This design comes from an exercise in tuning for small area on the open sky130 flow, not from production work. The RTL was checked by simulation tests, not by an equivalence proof against the original design.

==> flow/design.v <==
module mac_unit #(
    parameter DATA_WIDTH = 8,
    parameter ACC_WIDTH = 32
)(
    input wire clk,
    input wire rst_n,
    input wire enable,
    input wire acc_clear,
    input wire signed [DATA_WIDTH-1:0] a_in,       
    input wire signed [DATA_WIDTH-1:0] w_in,       
    input wire signed [ACC_WIDTH-1:0] acc_in,      
    output reg signed [DATA_WIDTH-1:0] a_out,      
    output reg signed [DATA_WIDTH-1:0] w_out,      
    output reg signed [ACC_WIDTH-1:0] acc_out      
);
    reg signed [ACC_WIDTH-1:0] accumulator;
    wire signed [2*DATA_WIDTH-1:0] mult_result;
    assign mult_result = a_in * w_in;
    always @(posedge clk or negedge rst_n) begin
        if (!rst_n) begin
            accumulator <= {ACC_WIDTH{1'b0}};
            a_out <= {DATA_WIDTH{1'b0}};
            w_out <= {DATA_WIDTH{1'b0}};
            acc_out <= {ACC_WIDTH{1'b0}};
        end else if (enable) begin
            a_out <= a_in;
            w_out <= w_in;
            if (acc_clear) begin
                accumulator <= {{(ACC_WIDTH-2*DATA_WIDTH){mult_result[2*DATA_WIDTH-1]}}, mult_result};
            end else begin
                accumulator <= accumulator + {{(ACC_WIDTH-2*DATA_WIDTH){mult_result[2*DATA_WIDTH-1]}}, mult_result};
            end
            acc_out <= accumulator;
        end
    end
endmodule
module systolic_array #(
    parameter SIZE = 4,               
    parameter DATA_WIDTH = 8,
    parameter ACC_WIDTH = 32
)(
    input wire clk,
    input wire rst_n,
    input wire enable,
    input wire acc_clear,
    input wire signed [DATA_WIDTH-1:0] a_in_0,
    input wire signed [DATA_WIDTH-1:0] a_in_1,
    input wire signed [DATA_WIDTH-1:0] a_in_2,
    input wire signed [DATA_WIDTH-1:0] a_in_3,
    input wire signed [DATA_WIDTH-1:0] w_in_0,
    input wire signed [DATA_WIDTH-1:0] w_in_1,
    input wire signed [DATA_WIDTH-1:0] w_in_2,
    input wire signed [DATA_WIDTH-1:0] w_in_3,
    output wire signed [ACC_WIDTH-1:0] acc_out_00, acc_out_01, acc_out_02, acc_out_03,
    output wire signed [ACC_WIDTH-1:0] acc_out_10, acc_out_11, acc_out_12, acc_out_13,
    output wire signed [ACC_WIDTH-1:0] acc_out_20, acc_out_21, acc_out_22, acc_out_23,
    output wire signed [ACC_WIDTH-1:0] acc_out_30, acc_out_31, acc_out_32, acc_out_33
);
    wire signed [DATA_WIDTH-1:0] a_wire [0:SIZE-1][0:SIZE];
    wire signed [DATA_WIDTH-1:0] w_wire [0:SIZE][0:SIZE-1];
    wire signed [ACC_WIDTH-1:0] acc_wire [0:SIZE-1][0:SIZE-1];
    assign a_wire[0][0] = a_in_0;
    assign a_wire[1][0] = a_in_1;
    assign a_wire[2][0] = a_in_2;
    assign a_wire[3][0] = a_in_3;
    assign w_wire[0][0] = w_in_0;
    assign w_wire[0][1] = w_in_1;
    assign w_wire[0][2] = w_in_2;
    assign w_wire[0][3] = w_in_3;
    assign acc_out_00 = acc_wire[0][0];
    assign acc_out_01 = acc_wire[0][1];
    assign acc_out_02 = acc_wire[0][2];
    assign acc_out_03 = acc_wire[0][3];
    assign acc_out_10 = acc_wire[1][0];
    assign acc_out_11 = acc_wire[1][1];
    assign acc_out_12 = acc_wire[1][2];
    assign acc_out_13 = acc_wire[1][3];
    assign acc_out_20 = acc_wire[2][0];
    assign acc_out_21 = acc_wire[2][1];
    assign acc_out_22 = acc_wire[2][2];
    assign acc_out_23 = acc_wire[2][3];
    assign acc_out_30 = acc_wire[3][0];
    assign acc_out_31 = acc_wire[3][1];
    assign acc_out_32 = acc_wire[3][2];
    assign acc_out_33 = acc_wire[3][3];
    genvar row, col;
    generate
        for (row = 0; row < SIZE; row = row + 1) begin : gen_row
            for (col = 0; col < SIZE; col = col + 1) begin : gen_col
                mac_unit #(
                    .DATA_WIDTH(DATA_WIDTH),
                    .ACC_WIDTH(ACC_WIDTH)
                ) pe (
                    .clk(clk),
                    .rst_n(rst_n),
                    .enable(enable),
                    .acc_clear(acc_clear),
                    .a_in(a_wire[row][col]),
                    .w_in(w_wire[row][col]),
                    .acc_in({ACC_WIDTH{1'b0}}),   
                    .a_out(a_wire[row][col+1]),
                    .w_out(w_wire[row+1][col]),
                    .acc_out(acc_wire[row][col])
                );
            end
        end
    endgenerate
endmodule
==> flow/run.sh <==
#!/bin/bash
# synth_recipe.tcl (not shown) runs the flow's synth.tcl, then flattens the netlist and writes it again
# the make line also repeats each setting of config.mk as NAME=value (left out here)
make -C /OpenROAD-flow-scripts/flow DESIGN_CONFIG=/design/flow/config.mk WORK_HOME=/design/flow/orfs CLKGATE_MAP_FILE= SYNTH_SCRIPT=/design/flow/synth_recipe.tcl finish
==> flow/config.mk <==
export PLATFORM = sky130hd
export DESIGN_NAME = systolic_array
export DESIGN_NICKNAME = systolic_array
export VERILOG_FILES = /design/flow/design.v
export SDC_FILE = /design/flow/constraint.sdc
export NUM_CORES = 8
export LEC_CHECK = 0
export CAP_MARGIN = 20
export CORE_MARGIN = 2
export CORE_UTILIZATION = 40
export SLEW_MARGIN = 20
==> flow/constraint.sdc <==
create_clock -name core_clock -period 12.0 [get_ports {clk}]
set_input_delay 2.4000 -clock core_clock [delete_from_list [all_inputs] [get_ports {clk}]]
set_output_delay 2.4000 -clock core_clock [all_outputs]
set_load 0.01 [all_outputs]
==> run notes <==
-- per-layer routing --
layer,track usage (%),vias up
li1,-,39700
met1,30.7,42200
met2,36.4,1855
met3,3.29,458
met4,8.10,34
met5,0,-
-- worst max-delay path, delay by kind of cell --
family / cells / cell delay [ns]
AOI/OAI and AO/OA: 13 / 2.60
xor gates and xnor gates: 1 / 0.50
adders and majority gates: 6 / 2.81
buffers and inverters: 7 / 1.36
muxes: 1 / 0.33
and+or+nand+nor: 2 / 0.44
-- cell usage in the layout, fill, tap and decap left out, types with 17 or more instances in the layout --
master and instances:
a211oi_1 65, clkbuf_1 17, o31ai_1 22, and3_1 52, and2_1 716, clkbuf_8 30
or3_1 39, clkbuf_16 163, nand2b_1 99, fa_1 896, or2_2 18, bufinv_16 20
nor3_1 100, o221ai_1 29, xor2_1 168, o21a_1 109, dfrtp_1 1216, a21o_1 300
a21oi_1 875, o21bai_1 122, mux2_2 737, a211o_1 19, nand4_1 36, a221o_1 18
buf_4 43, a221oi_1 17, nand3_1 111, nor2b_1 162, ha_1 960, mux2i_1 64
clkinv_2 24, nand2_1 575, o21ai_0 353, inv_1 1516, xnor2_1 482, a31oi_1 126
o211ai_1 78, nor2_1 720, o22a_1 60, clkdlybuf4s50_1 576
-- per-stage QoR --
step | setup slack, ns | instance area (µm²) | std cells
2_1_floorplan | 2.84 | 111000 | 11500
3_3_place_gp | 1.46 | 121000 | 15500
3_5_place_dp | 1.36 | 121000 | 15500
4_1_cts | 2.25 | 126000 | 15800
5_1_grt | 1.77 | 127000 | 15800
6_report | 2.21 | 127000 | 15800
-- flip-flops by register name, indices dropped and copies added (netlist names) --
name	count
gen_row.gen_col.pe.acc_out	512
gen_row.gen_col.pe.w_out	96
gen_row.gen_col.pe.a_out	96
gen_row.gen_col.pe.accumulator	512
-- cell families after synthesis --
logic type,share of synthesized area (%)
xor+xnor,5.21
flops,27.4
compound gates,13.8
mux,8.06
fa+ha+maj,27.0
buf+inv,6.29
simple gates,12.2
-- worst paths after layout --
| path | startpoint | end |
|---|---|---|
| min in group asynchronous | rst_n | gen_row[0].gen_col[0].pe.acc_out[18] |
| worst min register to register | gen_row[1].gen_col[2].pe.acc_out[6] | gen_row[1].gen_col[2].pe.acc_out[6] |
| worst min-delay path | gen_row[1].gen_col[2].pe.acc_out[6] | gen_row[1].gen_col[2].pe.acc_out[6] |
| worst max register to register | gen_row[2].gen_col[0].pe.a_out[5] | gen_row[2].gen_col[1].pe.accumulator[31] |
| worst max-delay path | w_in_1[2] | gen_row[0].gen_col[1].pe.accumulator[31] |
| max in group asynchronous | rst_n | gen_row[3].gen_col[3].pe.accumulator[23] |
-- cell type report --
| class | instances | area, µm² | area share (%) |
|---|---|---|---|
| tap | 3705 | 4640 | 3.66 |
| sequential | 1216 | 30400 | 24.0 |
| inverter | 1518 | 5710 | 4.51 |
| clock buffer | 210 | 4560 | 3.60 |
| multi-input combinational | 8424 | 73700 | 58.2 |
| antenna | 8 | 20.0 | 0.0158 |
| timing repair buffer | 636 | 6430 | 5.08 |
| clock inverter | 74 | 1050 | 0.827 |
==> impl_metrics.csv <==
group,metric,value,unit
setup_path,critical_path_required,12.67,ns
clocking,cts.sinks,1216,
setup_path,startpoint_type,"input pin",
clocking,cts_setup_buffers,0,
detailed_routing,route.detailed.drc,0,
setup_path,rrSetupSlack,3.83,ns
finish,postLayoutCoreUtil,45.8,%
logic_synthesis,synth_top_area_cell,"dfrtp_1",
run_status,status,"timing/DRC/antenna clean",
setup_path,slowest_delay,0.61,ns
clocking,cts-root-buf,"clkbuf_16",
floorplanning,dieArea,282000,µm²
setup_path,worst_ep_arrival_time,10.46,ns
detailed_routing,drt-pass1-iter-count,6,
finish,area_growth,14.0,%
sta,finalClockSkew,0.0638,ns
setup_path,end_kind,"register",
hold_path,hp-class,"register to register",
sta,relSlewSlack,32.3,%
setup_path,path_class,"input pin to register",
finish,drive_above_1_share,9.55,%
sta,finalMaxSlewViolations,0,
logic_synthesis,synth_edf_count,0,
clocking,cts_buffers,158,
logic_synthesis,avgSynthCellArea,9.65,µm²
finish,fillers,26200,
global_routing,grt_pass1_wl,502,mm
job,maxCapViolCount,0,
detailed_routing,dr_wl_met3,16.3,mm
sta,max_slew.worst_pin.slew,1.00,ns
floorplanning,die_y,531,µm
global_routing,overflow,0,
logic_synthesis,yosysWarnings,2,
clocking,cts_resized,0,
floorplanning,die_x,531,µm
floorplanning,initial_utilization,40.2,%
logic_synthesis,seq_area_frac_synth,27.4,%
detailed_routing,routed_wl,316,mm
logic_synthesis,synthFlopType,"dfrtp_1",
detailed_routing,vias,84300,
global_routing,grt_start_max_net_pins,179,
logic_synthesis,synthArstFlopShare,100,%
clocking,cts_buffer_depth,4,
sta,fmax,102,MHz
global_routing,grt_usage,22.5,%
clocking,htree_levels,4,
detailed_routing,vias_per_cell,5.34,
clocking,cts_tree,"built",
sta,hold_viol,0,
sta,fin_hold_ws,0.501,ns
detailed_routing,ant_nets,0,
sta,rsz0062_at_grt,"no",
detailed_routing,post_drt_wl_per_cell,20.0,µm
floorplanning,core_area,276000,µm²
clocking,clock_latency,0.87,ns
placement,dp_hpwl,241,mm
finish,nets,13900,
hold_path,hold_depth,1,
detailed_routing,met2_length,145,mm
clocking,path_clk_slew,0.06,ns
setup_path,crit_top_cell,"inv_1",
setup_path,crit_fanout,16,
setup_path,r2r_cells,29,
logic_synthesis,synth_nets,13400,
global_routing,grt_antenna_before_repair,40,
sta,setup_tns,0,ns
logic_synthesis,yosys-top-cells-area,"dfrtp_1 27%, fa_1 16%, ha_1 11%",
logic_synthesis,synth_top_cell_area_share,27.4,%
placement,portBuffers,579,
sta,finalCriticalPeriod,9.79,ns
logic_synthesis,ys_ff_latch,1216,
detailed_routing,drt-initial-drc-count,4805,
floorplanning,fp-row-count,193,
placement,gp_congestion,0.904,
clocking,hold_buffers,0,
logic_synthesis,ys_top_cells_by_count,"1,518 x inv_1, 1,216 x dfrtp_1, 960 x ha_1",
detailed_routing,top_layer,"met5",
floorplanning,io_pins,580,
logic_synthesis,synth_area,111000,µm²
global_routing,first_global_vias,87300,
logic_synthesis,yosysMostFrequentCell,"inv_1",
detailed_routing,drt-met1-wl,142,mm
setup_path,crit_slowest_cell,"clkdlybuf4s50_1",
sta,period_share,81.6,%
logic_synthesis,netlist_instances,11500,
sta,finalSetupViolCount,0,
logic_synthesis,yosysUniqueCellTypes,100,

-- separate check: timing with driven ports --
In the flow no input, the clock included, has a driving cell. The finished layout below was timed again as built, in two steps.
Step 1: set_driving_cell puts a clkbuf_16 on clk and a buf_2 on each other input, an assumption about the parent block.
Step 2 adds t to the input delays and takes it off the output delays; t is the mean of the earliest and latest rising clock arrival at the registers after step 1. Input paths then give back, and output paths get back, about the clock's delay inside the block.
Slacks: no drivers / after step 1 / after step 2; pairs: no drivers / after step 1.
t, ns: 0.931
slack for setup (ns): 2.212 / 2.283 / 1.352
worst register clock-pin slew, ns: 0.07 / 0.07
cell pins on the clock port's net: 1
After both steps this run still meets setup and hold. For this run, drivers alone change the setup slack by +0.071 ns; drivers and shift together by -0.860 ns.
